Source: an optimization exercise on an open RTL-to-GDS flow (aim: small area). Production flows keep margins and buffers that such runs may drop. In this exercise RTL edits were held to simulation tests only and were not proved equivalent to the original.

`flow/flow/run.sh`:
```
#!/bin/bash
# Own flow: the standard layout (standard.sh) with these changes:
#  - synthesis reads a copy of ORFS's scripts in which abc_area.script is
#    replaced by flow/abc_area.script (a stronger ABC area script); the
#    flip-flops are mapped before ABC runs, so the registers, their names and
#    cell types are those of the standard synthesis;
#  - clock tree synthesis adds no dummy load cells (-dont_use_dummy_load);
#  - the port buffers that global placement inserts on every input and output
#    are sky130_fd_sc_hd__buf_1 cells.
set -euo pipefail
W=$PWD
rm -rf "$W/scripts_mod"
cp -r "$FLOW_HOME/scripts" "$W/scripts_mod"
cp "$W/flow/abc_area.script" "$W/scripts_mod/abc_area.script"
bash standard.sh SCRIPTS_DIR="$W/scripts_mod" synth > "$W/standard_synth.log" 2>&1
bash standard.sh BUFFER_PORTS_ARGS="-buffer_cell sky130_fd_sc_hd__buf_1" CTS_ARGS="-sink_clustering_enable -repair_clock_nets -dont_use_dummy_load -root_buf sky130_fd_sc_hd__clkbuf_8 -buf_list {sky130_fd_sc_hd__clkbuf_4}" finish > "$W/standard_finish.log" 2>&1
```
`flow/flow/abc_area.script`:
```
strash
&get -n
&deepsyn -T 60
&nf -p -F 8 -A 4 -a -R 1000
&put
topo
dnsize -c
```
`flow/standard.sh`:
```
#!/bin/bash
# synth_recipe.tcl (not shown) runs the flow's synth.tcl, then flattens the netlist and writes it again
# the make line also repeats each setting of config.mk as NAME=value (left out here)
make -C /OpenROAD-flow-scripts/flow DESIGN_CONFIG=/design/flow/config.mk WORK_HOME=/design/flow/orfs CLKGATE_MAP_FILE= SYNTH_SCRIPT=/design/flow/synth_recipe.tcl "${@:-finish}"
```
`flow/config.mk`:
```
export PLATFORM = sky130hd
export DESIGN_NAME = I2C_Top
export DESIGN_NICKNAME = I2C_Top
export VERILOG_FILES = /design/flow/design.v
export SDC_FILE = /design/flow/constraint.sdc
export NUM_CORES = 4
export LEC_CHECK = 0
export ABC_AREA = 1
export CAP_MARGIN = 20
export CORE_MARGIN = 2
export CORE_UTILIZATION = 75
export CTS_BUF_LIST = sky130_fd_sc_hd__clkbuf_4 sky130_fd_sc_hd__clkbuf_8
export SLEW_MARGIN = 20
```
`flow/constraint.sdc`:
```
create_clock -name core_clock -period 15.0 [get_ports {clk}]
set_input_delay 3.0000 -clock core_clock [delete_from_list [all_inputs] [get_ports {clk}]]
set_output_delay 3.0000 -clock core_clock [all_outputs]
set_load 0.01 [all_outputs]
```
`flow/design.v`:
```
module i2c_master  
    (input clk,
    input rst,
    output Sda_Out,
    input Sda_In,
    input Processor_Ready,
    input [6:0] Peripheral_Address,
    input [7:0] Command_Data_Frames,
    input Scl_Out,
    input i2c_writes,  
    input [3:0] SHT_Reads,
    input CRC_Error_Out,
    input [2:0] Scl_State_Out,
    output [3:0] Bytes_Received,
    output [7:0] Data_Received,
    output [3:0] Output_Received_Counter,
    output [2:0] Master_State_Out,
    input Scl_Flag_Out,
    output Bit_Strobe,      
    output Byte_Done        
    );
    localparam [6:0] Address_Bits = 7'b1000100;  
    localparam [7:0] Command_Bits = 8'b11100000;  
    parameter Master_Processor = 3'b000;
    parameter Master_Start = 3'b001;
    parameter Master_Transmit_Address = 3'b010;
    parameter Master_Receive = 3'b011;
    parameter Master_Write = 3'b100; 
    parameter Master_Ack = 3'b101;
    parameter Master_End = 3'b110;
    parameter Scl_Start = 3'b000;
    parameter Scl_Transmit = 3'b001;
    parameter Scl_Ack = 3'b010;
    parameter Scl_Stop = 3'b011;
    reg [8:0] Counter;
    reg [9:0] Proc_High;
    reg [3:0] Bit_Counter;
    reg [2:0] Master_State;
    reg Master_Data;
    reg [7:0] Received_Data;
    reg Scl_Edge_Checker;
    reg [2:0] Total_Receive_Counter;
    reg Write_Flag;
    reg Ack_Pass;
    reg r_or_w;  
    reg Write_State_Flag;
    wire [8:0] Sda_Counter = Counter;
    wire [3:0] Transmit_Counter = Bit_Counter;
    wire [3:0] Receive_Counter = Bit_Counter;
    wire Sda_Counter_Ready = &Sda_Counter[8:5];       
    wire Sda_Inc_Ok = !Sda_Counter_Ready;             
    wire K_Lt8 = !Bit_Counter[3];                     
    wire K_Eq8 = Bit_Counter[3] && !Bit_Counter[0];   
    wire K_Eq9 = Bit_Counter[3] && Bit_Counter[0];    
    wire Sda_Half = (Sda_Counter > 240);
    wire [8:0] Sda_Inc = Counter + 9'd1;
    wire Proc_Done = Processor_Ready && (Proc_High != 10'd0 || Counter > 480);
    always @(posedge clk) begin
        if (rst)
            Proc_High <= 10'd0;
        else if (Master_State == Master_Processor && !Proc_Done) begin
            if (Counter == 9'd511)
                Proc_High <= {Proc_High[8:0], Proc_High[9] ^ Proc_High[6] ^ (Proc_High[8:0] == 9'd0)};
        end
        else
            Proc_High <= 10'd0;
    end
    wire Last_Read = Total_Receive_Counter[2] && Total_Receive_Counter[0];  
    assign Sda_Out = Master_Data;
    assign Bytes_Received = 4'd0;
    assign Data_Received = Received_Data;
    assign Output_Received_Counter = {1'b0, Total_Receive_Counter};
    assign Master_State_Out = Master_State;
    wire Scl_Falling_Edge = (Scl_Edge_Checker && !Scl_Out);
    wire Scl_Rising_Edge = (!Scl_Edge_Checker && Scl_Out);
    wire In_Receive = (Master_State == Master_Receive);
    assign Bit_Strobe = In_Receive && K_Lt8 && Scl_Rising_Edge;
    assign Byte_Done = In_Receive && K_Eq9 && !Scl_Out && Sda_Half;
    always @(posedge clk)
        if (Bit_Strobe) Received_Data <= {Received_Data[6:0], Sda_In};
    always @(posedge clk) begin
        if (rst) begin
            Master_State <= Master_Processor;
            Counter <= 9'd0;
            Bit_Counter <= 4'd0;
            Total_Receive_Counter <= 3'd0;
            Write_Flag <= 1'b0;
            Master_Data <= 1'b1;
            Ack_Pass <= 1'b0;
            r_or_w <= 1'b0;
            Write_State_Flag <= 1'b0;
            Scl_Edge_Checker <= 1'b0;
        end
        else begin
        case(Master_State)
            Master_Processor: begin
                Counter <= Sda_Inc;
                if (Proc_Done) begin
                    Counter <= 0;
                    Master_State <= Master_Start;
                end
            end
            Master_Start: begin
                if (Sda_Inc_Ok) Counter <= Sda_Inc;
                Write_State_Flag <= 0;
                if ((Sda_In || Sda_Counter_Ready) && Scl_State_Out == Scl_Start) begin 
                    if (Scl_Out && Sda_Counter_Ready) Master_Data <= 0; 
                    if (Sda_Counter_Ready && Scl_Flag_Out) begin
                        Counter <= 0;
                        Master_State <= Master_Transmit_Address; 
                    end
                end
                if (Scl_State_Out != Scl_Start && Sda_Counter_Ready) Counter <= 0;
            end
            Master_Transmit_Address: begin
                if (!Scl_Out && K_Lt8 && Scl_State_Out == Scl_Transmit) begin
                    if (Sda_Inc_Ok) begin
                        Counter <= Sda_Inc;
                        if (Sda_Half) begin
                            Bit_Counter <= Transmit_Counter + 1; 
                            Counter <= 0;
                            if (Transmit_Counter[2:0] != 3'd7)
                                Master_Data <= Address_Bits[3'd6 - Transmit_Counter[2:0]];
                        end
                    end        
                end
                if (Scl_Out && K_Lt8) Counter <= 0;
                if (K_Eq8) begin
                    if (Sda_Inc_Ok) Counter <= Sda_Inc;
                    Master_Data <= r_or_w;
                    if (Sda_Counter_Ready && !Scl_Out) begin
                        Bit_Counter <= 0; 
                        Counter <= 0;
                        Master_State <= Master_Ack; 
                    end 	
                end
            end
            Master_Ack: begin
                if (!Scl_Out && !Write_Flag) begin 
                    if (Sda_Inc_Ok) Counter <= Sda_Inc;
                    if (Sda_Half) begin
                        Master_Data <= 1;
                        Write_Flag <= 1;
                        Counter <= 0;
                    end
                end
                if (Write_Flag) begin 
                    if (Scl_Out && !Sda_In) Ack_Pass <= 1;
                    if (Scl_Out && Sda_In) begin
                        Write_Flag <= 0; 
                        Master_State <= Master_End;
                    end
                    if (Ack_Pass && Scl_State_Out == Scl_Ack) begin
                        if (r_or_w) begin
                            if (Sda_Inc_Ok) Counter <= Sda_Inc;
                            if (!Write_State_Flag) begin
                                Counter <= 0;
                                Write_Flag <= 0; 
                                Ack_Pass <= 0;
                                Master_State <= Master_Receive; 
                            end
                            if (Write_State_Flag && Sda_Half) begin
                                Counter <= 0;
                                Write_Flag <= 0; 
                                Ack_Pass <= 0;
                                Master_Data <= 0;
                                Master_State <= Master_End;
                            end
                        end
                        else begin
                            Write_Flag <= 0; 
                            Ack_Pass <= 0;
                            Master_State <= Master_Write; 
                        end
                    end
                end
            end
            Master_Write: begin
                if (!Scl_Out && K_Lt8 && Scl_State_Out == Scl_Transmit) begin
                    if (Sda_Inc_Ok) Counter <= Sda_Inc;
                    if (Sda_Half) begin
                        Bit_Counter <= Transmit_Counter + 1; 
                        Counter <= 0;
                        Master_Data <= Command_Bits[3'd7 - Transmit_Counter[2:0]];
                    end
                end
                if (Scl_Out && K_Lt8) Counter <= 0;
                if (K_Eq8) begin
                    if (Sda_Inc_Ok) Counter <= Sda_Inc;
                    if (!r_or_w) begin
                        r_or_w <= 1;
                        Write_State_Flag <= 1;
                    end
                    if (Sda_Counter_Ready && !Scl_Out) begin
                        Bit_Counter <= 0;
                        Master_State <= Master_Ack;
                    end
                end
            end
            Master_Receive: begin                                 
                if (Scl_Out) Counter <= 0;
                Scl_Edge_Checker <= Scl_Out;
                if (K_Lt8 && Scl_Rising_Edge) begin
		            Bit_Counter <= Receive_Counter + 1;
	            end
                if (K_Eq8 && !Scl_Out && !Scl_Falling_Edge) begin 
                    if (Sda_Inc_Ok) Counter <= Sda_Inc;
                    if (Sda_Half) begin
                        if (!Last_Read) Master_Data <= 0; 
                        Bit_Counter <= Receive_Counter + 1; 
                        Counter <= 0;
                    end
                end
                if (K_Eq9 && !Scl_Out) begin
                    if (Sda_Inc_Ok) Counter <= Sda_Inc;
                    if (Sda_Half) begin
                        Master_Data <= 1;    
                        Bit_Counter <= 0; 
                        Total_Receive_Counter <= Total_Receive_Counter + 1;
                        Counter <= 0;
                        if (Last_Read) begin
                            Total_Receive_Counter <= 0;
                            Master_Data <= 0; 
                            r_or_w <= 0;
                            Master_State <= Master_End;                         
                        end
                    end                    
                end
                if (CRC_Error_Out) begin
                    Bit_Counter <= 0;
                    Scl_Edge_Checker <= 0;
                    Total_Receive_Counter <= 0;
                    Master_State <= Master_End;
                end
            end
            Master_End: begin
                if (Sda_Inc_Ok) Counter <= Sda_Inc;
                if (Scl_State_Out == Scl_Stop) begin
                    if (Scl_Out && Sda_Counter_Ready) begin
                        Counter <= 0;
                        Master_Data <= 1; 
                    end
                end
                if (Scl_State_Out == Scl_Start && Sda_Counter_Ready) begin
                    Counter <= 0;
                    Master_State <= Master_Processor; 
                end
                if (Scl_State_Out == Scl_Transmit) Counter <= 0;
            end
            default: ;
        endcase
        end
    end
endmodule
module i2c_scl 
    (input clk,
    input rst,
    output Scl_Out,
    input Sda_In,
    input [3:0] SHT_Reads,
    input [3:0] Output_Received_Counter,
    input [2:0] Master_State_Out,
    output [2:0] Scl_State_Out,
    output Scl_Flag_Out
    );
    parameter Scl_Start = 3'b000;
    parameter Scl_Transmit = 3'b001;
    parameter Scl_Ack = 3'b010;
    parameter Scl_Stop = 3'b011;
    parameter Master_Processor = 3'b000;
    parameter Master_Start = 3'b001;
    parameter Master_Transmit_Address = 3'b010;
    parameter Master_Receive = 3'b011;
    parameter Master_Write = 3'b100; 
    parameter Master_Ack = 3'b101;
    parameter Master_End = 3'b110;
    reg [2:0] Scl_State;
    reg [8:0] Scl_Counter;
    reg Scl_Out_Local;
    reg [4:0] Scl_Transmit_Counter;
    reg Scl_Flag; 
    wire Scl_Counter_Ready;
    assign Scl_Out = Scl_Out_Local;
    assign Scl_State_Out = Scl_State;
    assign Scl_Counter_Ready = &Scl_Counter[8:5];  
    assign Scl_Flag_Out = Scl_Flag;
    always @(posedge clk) begin
        if (rst) begin
            Scl_Counter <= 5'd0;
            Scl_Transmit_Counter <= 5'd0;
            Scl_State <= Scl_Start;
            Scl_Out_Local <= 1;
            Scl_Flag <= 0;
        end
        else begin
        case (Scl_State)
            Scl_Start: begin  
                if (Master_State_Out == Master_Start) begin  
                    if (!Sda_In && !Scl_Flag) begin
                        Scl_Counter <= Scl_Counter + 1;
                        if (Scl_Counter_Ready) begin
                            Scl_Out_Local <= 0;
                            Scl_Counter <= 0;
                            Scl_Flag <= 1;
                        end
                    end
                end
                if (Scl_Flag == 1) begin
                    Scl_Counter <= Scl_Counter + 1;
                    if (Scl_Counter_Ready) begin
                        Scl_Counter <= 0;
                        Scl_Flag <= 0;
                        Scl_State <= Scl_Transmit;
                    end
                end                
            end
            Scl_Transmit: begin  
                if (!(Scl_Transmit_Counter[4] && Scl_Transmit_Counter[1])) begin  
                    if (Scl_Counter_Ready) begin
                        if (Scl_Out) begin
                            Scl_Out_Local <= 0;
                            Scl_Counter <= 0;
                            Scl_Transmit_Counter <= Scl_Transmit_Counter + 1;
                        end
                        else begin
                            Scl_Out_Local <= 1;
                            Scl_Counter <= 0;
                            Scl_Transmit_Counter <= Scl_Transmit_Counter + 1;
                        end
                    end
                    else begin
                        Scl_Counter <= Scl_Counter + 1;
                    end
                end
                else begin
                    Scl_Counter <= 0;
                    Scl_Transmit_Counter <= 0; 
                    Scl_State <= Scl_Ack;
                end
            end
            Scl_Ack: begin  
                if (Master_State_Out == Master_End) begin 
                    Scl_State <= Scl_Stop;
                end
                if (Master_State_Out == Master_Start) begin
                    Scl_Counter <= Scl_Counter + 1;
                    if (Scl_Counter_Ready) begin
                        Scl_Out_Local <= 1;
                        Scl_Counter <= 0;
                        Scl_State <= Scl_Start;
                    end
                end
                else if ((Master_State_Out == Master_Receive && !(Output_Received_Counter[2] && Output_Received_Counter[0])  ) || Master_State_Out == Master_Transmit_Address || Master_State_Out == Master_Write) begin  
                    Scl_State <= Scl_Transmit;
                end
            end
            Scl_Stop: begin  
                if (Master_State_Out == Master_End) begin
                    Scl_Counter <= Scl_Counter + 1;
                    if (Scl_Counter > 240) begin
                        Scl_Counter <= 0;
                        Scl_Out_Local <= 1;
                    end
                end
                if (Sda_In && Scl_Out_Local) begin
                    Scl_State <= Scl_Start;
                end
            end
        endcase
        end
    end
endmodule
module i2c_sht40
    (
        input clk,
        input rst,
        input [3:0] Output_Received_Counter,
        input [7:0] Data_Received, 
        input Bit_Strobe,
        input Bit_In,
        input Byte_Done,
        output [3:0] SHT_Reads,
        output [15:0] Temperature_Output,
        output [15:0] Humidity_Output,
        output Temp_Ready_Out, RH_Ready_Out,
        output CRC_Error_Out
    );
    reg Done1, Done2;
    reg [7:0] CRC;
    reg CRC_Error;
    reg Temp_Ready, RH_Ready;
    reg [15:0] Temperature, Humidity;
    wire [2:0] ORC = Output_Received_Counter[2:0];
    assign SHT_Reads = 4'd5;
    assign Temperature_Output = Temperature;
    assign Humidity_Output = Humidity;
    assign Temp_Ready_Out = Temp_Ready;
    assign RH_Ready_Out = RH_Ready;
    assign CRC_Error_Out = CRC_Error;
    wire O0 = !ORC[2] && !ORC[1] && !ORC[0];
    wire O1 = !ORC[2] && !ORC[1] && ORC[0];
    wire O2 = ORC[1] && !ORC[0];
    wire O3 = ORC[1] && ORC[0];
    wire O4 = ORC[2] && !ORC[0];
    wire O5 = ORC[2] && ORC[0];
    wire Check = Done2 && (O3 || O0);
    wire CRC_Ok = (CRC == 8'd0);
    always @(posedge clk) begin
        if (rst) begin
            Done1 <= 1'b0;
            Done2 <= 1'b0;
            CRC <= 8'hFF;
            CRC_Error <= 1'b0;
            RH_Ready <= 0;
            Temp_Ready <= 0;
            Temperature <= 16'd0;
            Humidity <= 16'd0;
        end
        else begin
            Done1 <= Byte_Done;
            Done2 <= Done1;
            CRC_Error <= Check && !CRC_Ok;
            if (Done1 && O1) RH_Ready <= 0;
            if (Done1 && O4) Temp_Ready <= 0;
            if (Done2 && O1) Temperature[15:8] <= Data_Received;
            if (Done2 && O2) Temperature[7:0] <= Data_Received;
            if (Done2 && O4) Humidity[15:8] <= Data_Received;
            if (Done2 && O5) Humidity[7:0] <= Data_Received;
            if (Check && CRC_Ok && O3) Temp_Ready <= 1;
            if (Check && CRC_Ok && O0) RH_Ready <= 1;
            if (Bit_Strobe)
                CRC <= {CRC[6:0], 1'b0} ^ ((CRC[7] ^ Bit_In) ? 8'h31 : 8'h00);
            if (Check)
                CRC <= 8'hFF;
        end
    end
endmodule
module seg_rca #(parameter W = 8)
    (input [W-1:0] a, input [W-1:0] b, input ci, output [W-1:0] s);
    wire [W:0] c;
    assign c[0] = ci;
    genvar i;
    generate for (i = 0; i < W; i = i + 1) begin : bit_
        assign s[i] = a[i] ^ b[i] ^ c[i];
        assign c[i+1] = (a[i] & b[i]) | (c[i] & (a[i] ^ b[i]));
    end endgenerate
endmodule
module segdisplay 
    (
        input clk,
        input rst,
        input [15:0] i_temp, i_rh,
        input i_r_temp, i_r_rh,
        output an7, an6, an5, an4, an3, an2, an1, an0,  
        output ca, cb, cc, cd, ce, cf, cg, dp  
    );
    reg [10:0] cnt;
    reg [2:0] sd;
    reg [3:0] code;
    wire blank = (cnt == 11'd2047);
    wire next_digit = &cnt[10:6] && cnt[4] && cnt[0];  
    reg [6:0] ut, uh;
    wire load_ok = !(&cnt[10:6] && (cnt[5] || cnt[4] || (cnt[3] && |cnt[2:0])));  
    wire [2:0] nd = sd + 1;
    wire sel_h = load_ok ? i_r_rh : nd[2];
    wire [15:0] x = sel_h ? i_rh : i_temp;
    wire [18:0] xm;
    seg_rca #(19) a_xm (.a({3'b0, x}), .b(sel_h ? {2'b0, x, 1'b0} : {1'b0, x, 2'b0}), .ci(1'b0), .s(xm));
    wire [22:0] p;
    seg_rca #(23) a_p (.a(sel_h ? {x, 7'b0} : {xm[16:0], 6'b0}), .b(~{4'b0, xm}), .ci(1'b1), .s(p));
    wire [18:0] d;
    seg_rca #(19) a_d (.a({3'b0, p[15:0]}), .b({1'b0, p[15:0], 2'b0}), .ci(1'b0), .s(d));
    wire [3:0] deci = d[18:15];
    always @(posedge clk) begin
        if (rst) begin
            ut <= 7'd49;
            uh <= 7'd6;
        end else begin
            if (i_r_temp && load_ok) ut <= p[22:16];
            if (i_r_rh && load_ok) uh <= p[22:16];
        end
    end
    wire [6:0] v = nd[2] ? (uh - 7'd6) : (ut - 7'd49);
    wire [3:0] tens = v / 10;
    wire [3:0] ones = v % 10;
    wire [3:0] ncode = (nd[1:0] == 2'd0) ? tens :
                       (nd[1:0] == 2'd1) ? ones :
                       (nd[1:0] == 2'd2) ? deci :
                       (nd[2] ? 4'd14 : 4'd13);
    always @(posedge clk) begin
        if (rst) begin
            cnt <= 11'd2047;
            sd <= 3'd7;
            code <= 4'd15;
        end else begin
            if (next_digit) begin
                cnt <= 0;
                sd <= nd;
                code <= ncode;
            end else
                cnt <= cnt + 1;
        end
    end
    assign an7 = blank | (sd != 3'd0);
    assign an6 = blank | (sd != 3'd1);
    assign an5 = blank | (sd != 3'd2);
    assign an4 = blank | (sd != 3'd3);
    assign an3 = blank | (sd != 3'd4);
    assign an2 = blank | (sd != 3'd5);
    assign an1 = blank | (sd != 3'd6);
    assign an0 = blank | (sd != 3'd7);
    assign dp = an6 & an2;
    wire [6:0] seg =
        (code == 4'd0) ? 7'b0000001 :
        (code == 4'd1) ? 7'b1001111 :
        (code == 4'd2) ? 7'b0010010 :
        (code == 4'd3) ? 7'b0000110 :
        (code == 4'd4) ? 7'b1001100 :
        (code == 4'd5) ? 7'b0100100 :
        (code == 4'd6) ? 7'b0100000 :
        (code == 4'd7) ? 7'b0001111 :
        (code == 4'd8) ? 7'b0000000 :
        (code == 4'd9) ? 7'b0000100 :
        (code == 4'd13) ? 7'b0111000 :
        (code == 4'd14) ? 7'b1001000 : 7'b1111111;
    assign {ca, cb, cc, cd, ce, cf, cg} = seg;
endmodule
module I2C_Top
    (
        input clk,
        input rst,  
        input processor,
        input Sda_In,  
        output Sda_Out,  
        output Scl_Out,  
        output an7, an6, an5, an4, an3, an2, an1, an0, ca, cb, cc, cd, ce, cf, cg, dp
    );
    wire [6:0] Address;
    wire [7:0] Data_Frames;
    wire writes;
    wire [3:0] shtreads, bytesreceived, outputreceivedcounter;
    wire [2:0] masterstateout;
    wire [7:0] datareceived;
    wire [15:0] tempoutput, rhoutput;
    wire tempreadyout, rhreadyout;
    wire [2:0] sclstateout;
    wire CRC_Error_Out;
    wire Scl_Flag_Out;
    wire bitstrobe, bytedone;
    i2c_master master1 (
        .clk (clk),
        .rst (rst),
        .Sda_Out(Sda_Out),
        .Sda_In(Sda_In),
        .Processor_Ready(processor),
        .Command_Data_Frames(Data_Frames),
        .Peripheral_Address(Address),
        .Scl_Out(Scl_Out),
        .i2c_writes(writes),
        .SHT_Reads(shtreads),
        .Bytes_Received(bytesreceived),
        .Data_Received(datareceived),
        .Output_Received_Counter(outputreceivedcounter),
        .Master_State_Out(masterstateout),
        .Scl_State_Out(sclstateout),
        .CRC_Error_Out(CRC_Error_Out),
        .Scl_Flag_Out(Scl_Flag_Out),
        .Bit_Strobe(bitstrobe),
        .Byte_Done(bytedone)
        );
    i2c_sht40 peripheral1 (
        .clk (clk),
        .rst (rst),
        .Output_Received_Counter(outputreceivedcounter),
        .Data_Received(datareceived),
        .Bit_Strobe(bitstrobe),
        .Bit_In(Sda_In),
        .Byte_Done(bytedone),
        .SHT_Reads(shtreads),
        .Temperature_Output(tempoutput),
        .Humidity_Output(rhoutput),
        .Temp_Ready_Out(tempreadyout),
        .RH_Ready_Out(rhreadyout),
        .CRC_Error_Out(CRC_Error_Out)
        );
    i2c_scl scl1 (
        .clk(clk),
        .rst (rst),
        .Scl_Out(Scl_Out),
        .Sda_In(Sda_In),
        .SHT_Reads(shtreads),
        .Output_Received_Counter(outputreceivedcounter),
        .Master_State_Out(masterstateout),
        .Scl_State_Out(sclstateout),
        .Scl_Flag_Out(Scl_Flag_Out)
    );
    segdisplay segdisplay1 (
        .clk(clk),
        .rst (rst),
        .i_temp(tempoutput),
        .i_rh(rhoutput),
        .i_r_temp(tempreadyout),
        .i_r_rh(rhreadyout),
        .an7(an7),
        .an6(an6),
        .an5(an5),
        .an4(an4),
        .an3(an3),
        .an2(an2),
        .an1(an1),
        .an0(an0),
        .ca(ca),
        .cb(cb),
        .cc(cc),
        .cd(cd),
        .ce(ce),
        .cf(cf),
        .cg(cg),
        .dp(dp)
    );
    assign Address = 7'b1000100;  
    assign Data_Frames = 8'b11100000;  
    assign writes = 1'b1;
endmodule
```
==> metrics.md <==
| Metric | Value |
|---|---|
| Multi-input logic area | `0.00482 mm2` |
| Pins Over Slew Limit | `0` |
| Vias | `7056` |
| Count of final setup violators | `0` |
| DP HPWL | `13.6 mm` |
| Setup TNS | `0 ns` |
| Routed wire length | `18.0 mm` |
| RR Startpoint | `segdisplay1.sd[0]` |
| H-tree levels | `4` |
| Final antenna-violating net count | `0` |
| 1st-pass router iterations | `5` |
| Most frequent cells in the layout | `131 x dfxtp_1, 90 x a21oi_1, 88 x nor2_1` |
| Hold Vio Cnt, Final | `0` |
| Slowest CP cell | `ha_1` |
| Post-Synthesis Cells | `924` |
| Total grt overflow | `0` |
| Initial DRC count | `642` |
| Clk pin slew, worst setup/hold paths | `0.11 ns` |
| Routability cong. | `0.927` |
| Inserted Diodes | `0` |
| Most common cell after layout, fill and taps aside | `dfxtp_1` |
| Storage cell area | `0.00286 mm2` |
| Syn_nets | `1010` |
| Initial antenna violation count | `0` |
| Synth area leader | `dfxtp_1` |
| Max cap viols | `0` |
| Die X | `107 um` |
| Worst Max-Slew Pin Slew | `1.04 ns` |
| Worst path depth | `34` |
| Post-Syn Area | `0.00798 mm2` |
| Worst Skew | `0.0298 ns` |
| First-pass GRT wire length | `29.8 mm` |
| Post-synth cell types | `53` |
| # clock sinks | `139` |
| Setup crit start kind | `register` |
| RSZ-0062 raised after global routing | `false` |
| Die Y | `107 um` |
| CP most frequent cell | `fa_1` |
| Die area | `0.0115 mm2` |
| CTS tree | `yes` |
| Final Util | `0.813` |
| Critical hold path startpoint | `segdisplay1.cnt[0]` |
| Hold crit path type | `register to register` |
| Post-CTS Setup Bufs | `0` |
| Total Routing Usage GR | `0.323` |
| TritonCTS buffer count | `17` |
| Port Buffer Count | `21` |
| Final net count | `1054` |
| DP Cell Count | `1085` |
| Worst r2r path cells | `34` |
| Critical path required time | `15.30 ns` |
| CTS Buffer Depth | `2` |
| Clock Latency Late Sink | `0.42 ns` |
| Cts repair resizes | `0` |
| Minimum clock period | `10.02 ns` |
| CP top delay family | `adder cells` |
| CP bufs+invs | `5` |
| Hold Crit Depth | `1` |
| Share of post-route cells with drive strength above 1 | `0.0217` |
| Initial core utilization | `0.773` |
| Num rows | `37` |
| DRC | `0` |
| Root Driver | `clkbuf_8` |
| Core area | `0.0103 mm2` |
| CP endpoint kind | `register` |
| Fmax | `0.0998 GHz` |
| Ys Warns | `4` |
| Synth top area share | `0.328` |
| CTS Hold Buffers Added | `0` |
| Dominant cells by area after synthesis | `dfxtp_1 33%, ha_1 8.5%, fa_1 7.0%` |
| Fillers | `665` |
| Post-Layout Cell Count | `1102` |
| R2R Setup Slk | `4.98 ns` |
| Dominant synthesized flop cell | `dfxtp_1` |
| Async SR Flop Fraction | `0` |
| Largest net degree at the start of global routing | `60` |
| R2r endpoint | `segdisplay1.ut[6]` |
| Sequential share of the synthesized area | `0.359` |
| Period Utilization, post-route | `0.668` |
| Number of synthesized flops with an enable pin | `8` |
| Status | `no timing/DRC/antenna violations` |
| CP Data Arrival Time | `10.32 ns` |
| Worst Hold End | `segdisplay1.cnt[0]` |
| Hold slack | `0.478 ns` |
| Seq cells post-synth | `139` |
| Crit Path Class | `register to register` |
| Vias in the first global route | `6692` |
| Worst Path Max Fanout | `59` |
| Vias/cell | `6.40` |
| Area delta synth->final | `5.17%` |
| IO Pins | `22` |
| Slowest cell delay on critical path | `0.60 ns` |
| Max-slew headroom | `0.306` |
| Syn avg cell area | `8.64 um2` |
| WL per Instance | `16.3 um` |
-- synthesized netlist by cell type, types with 9 or more instances --
cell	count
a21oi_1	90
nor3_1	22
nor2_1	88
and3_1	11
o21ai_0	44
nand2b_1	15
nand3_1	23
a21o_1	12
a22o_1	49
fa_1	28
nor2b_1	24
and2_0	9
nand2_1	87
ha_1	54
a31oi_1	19
dfxtp_1	131
clkinv_1	81
-- logic make-up (layout without fill, tap and decap cells) --
family,after synthesis,count (layout),share of synthesized area
mux,8,8,0.0100
buf+inv,81,123,0.0381
compound gates,287,287,0.237
xor+xnor,10,10,0.0110
simple gates,317,317,0.191
fa+ha+maj,82,82,0.155
flops,139,139,0.359
-- per-layer routing --
metal,GRT usage,share of wire,up-vias
met5,0,0,-
met4,0.153,0.036,0
met3,0.0650,0.053,74
met2,0.558,0.49,259
met1,0.384,0.42,3306
li1,-,-,3417
-- flip-flops by register name, indices dropped and copies added, names as in the netlist, 5 cells and up --
name,count
master1.Proc_High,10
segdisplay1.ut,7
segdisplay1.cnt,11
peripheral1.CRC,8
scl1.Scl_Transmit_Counter,5
master1.Received_Data,8
master1.Counter,9
peripheral1.Temperature,16
peripheral1.Humidity,16
segdisplay1.uh,7
scl1.Scl_Counter,9
-- worst register-to-register path: cells and delay by family, from the launching register on --
kind	cells	cell delay, ns
fa+ha+maj	24	8.04
buf+inv	5	0.70
compound gates	2	0.40
flops	1	0.38
simple gates	2	0.31
xor+xnor	1	0.08
-- layout make-up --
class                           count  area share
Tap cell                          136      0.0203
Multi-Input combinational cell    704       0.574
Timing Repair Buffer               25      0.0130
Inverter                           81      0.0362
Sequential cell                   139       0.341
Clock buffer                       17      0.0159
-- how the worst max path moves through the flow --
stage | startpoint | to | slack, ns
after global routing | segdisplay1.sd[0] | segdisplay1.ut[6] | 4.50
after detailed placement | segdisplay1.sd[0] | segdisplay1.ut[6] | 5.05
after floorplan | segdisplay1.sd[0] | segdisplay1.uh[6] | 5.10
after global placement | segdisplay1.sd[0] | segdisplay1.ut[6] | 5.36
after CTS | segdisplay1.sd[0] | segdisplay1.ut[6] | 5.01
final | segdisplay1.sd[0] | segdisplay1.ut[6] | 4.98
-- metrics by stage --
step	instance area, um2	setup slack, ns
floorplan	7980	5.10
global placement	8260	5.36
detailed placement	8260	5.05
CTS	8400	5.01
global route	8400	4.50
finish	8400	4.98

## port drivers added, routing unchanged
How much do the figures lean on ideal ports? The routed layout below was timed once more, with nothing changed but the port constraints.
Step 1, drivers: a clkbuf_16 drives clk and a buf_2 each remaining input, both assumed.
Step 2, shift: input delay + t, output delay - t, t = (earliest + latest rising clock arrival at the registers) / 2. This alone moves slack from input paths to output paths.
a / b / c = ideal ports / drivers / drivers and shift; a / b = the first two.
t, ns: 0.442
setup WS [ns]: 4.982 / 4.982 / 4.982
worst setup path at the end: register to register
latest minus earliest clock arrival (ns): 0.032 / 0.032
worst slew at a driven data input, ns: 0.03
After both steps this run still meets setup and hold. The setup slack of this run moves by 0.000 ns with the drivers and by 0.000 ns with both steps.
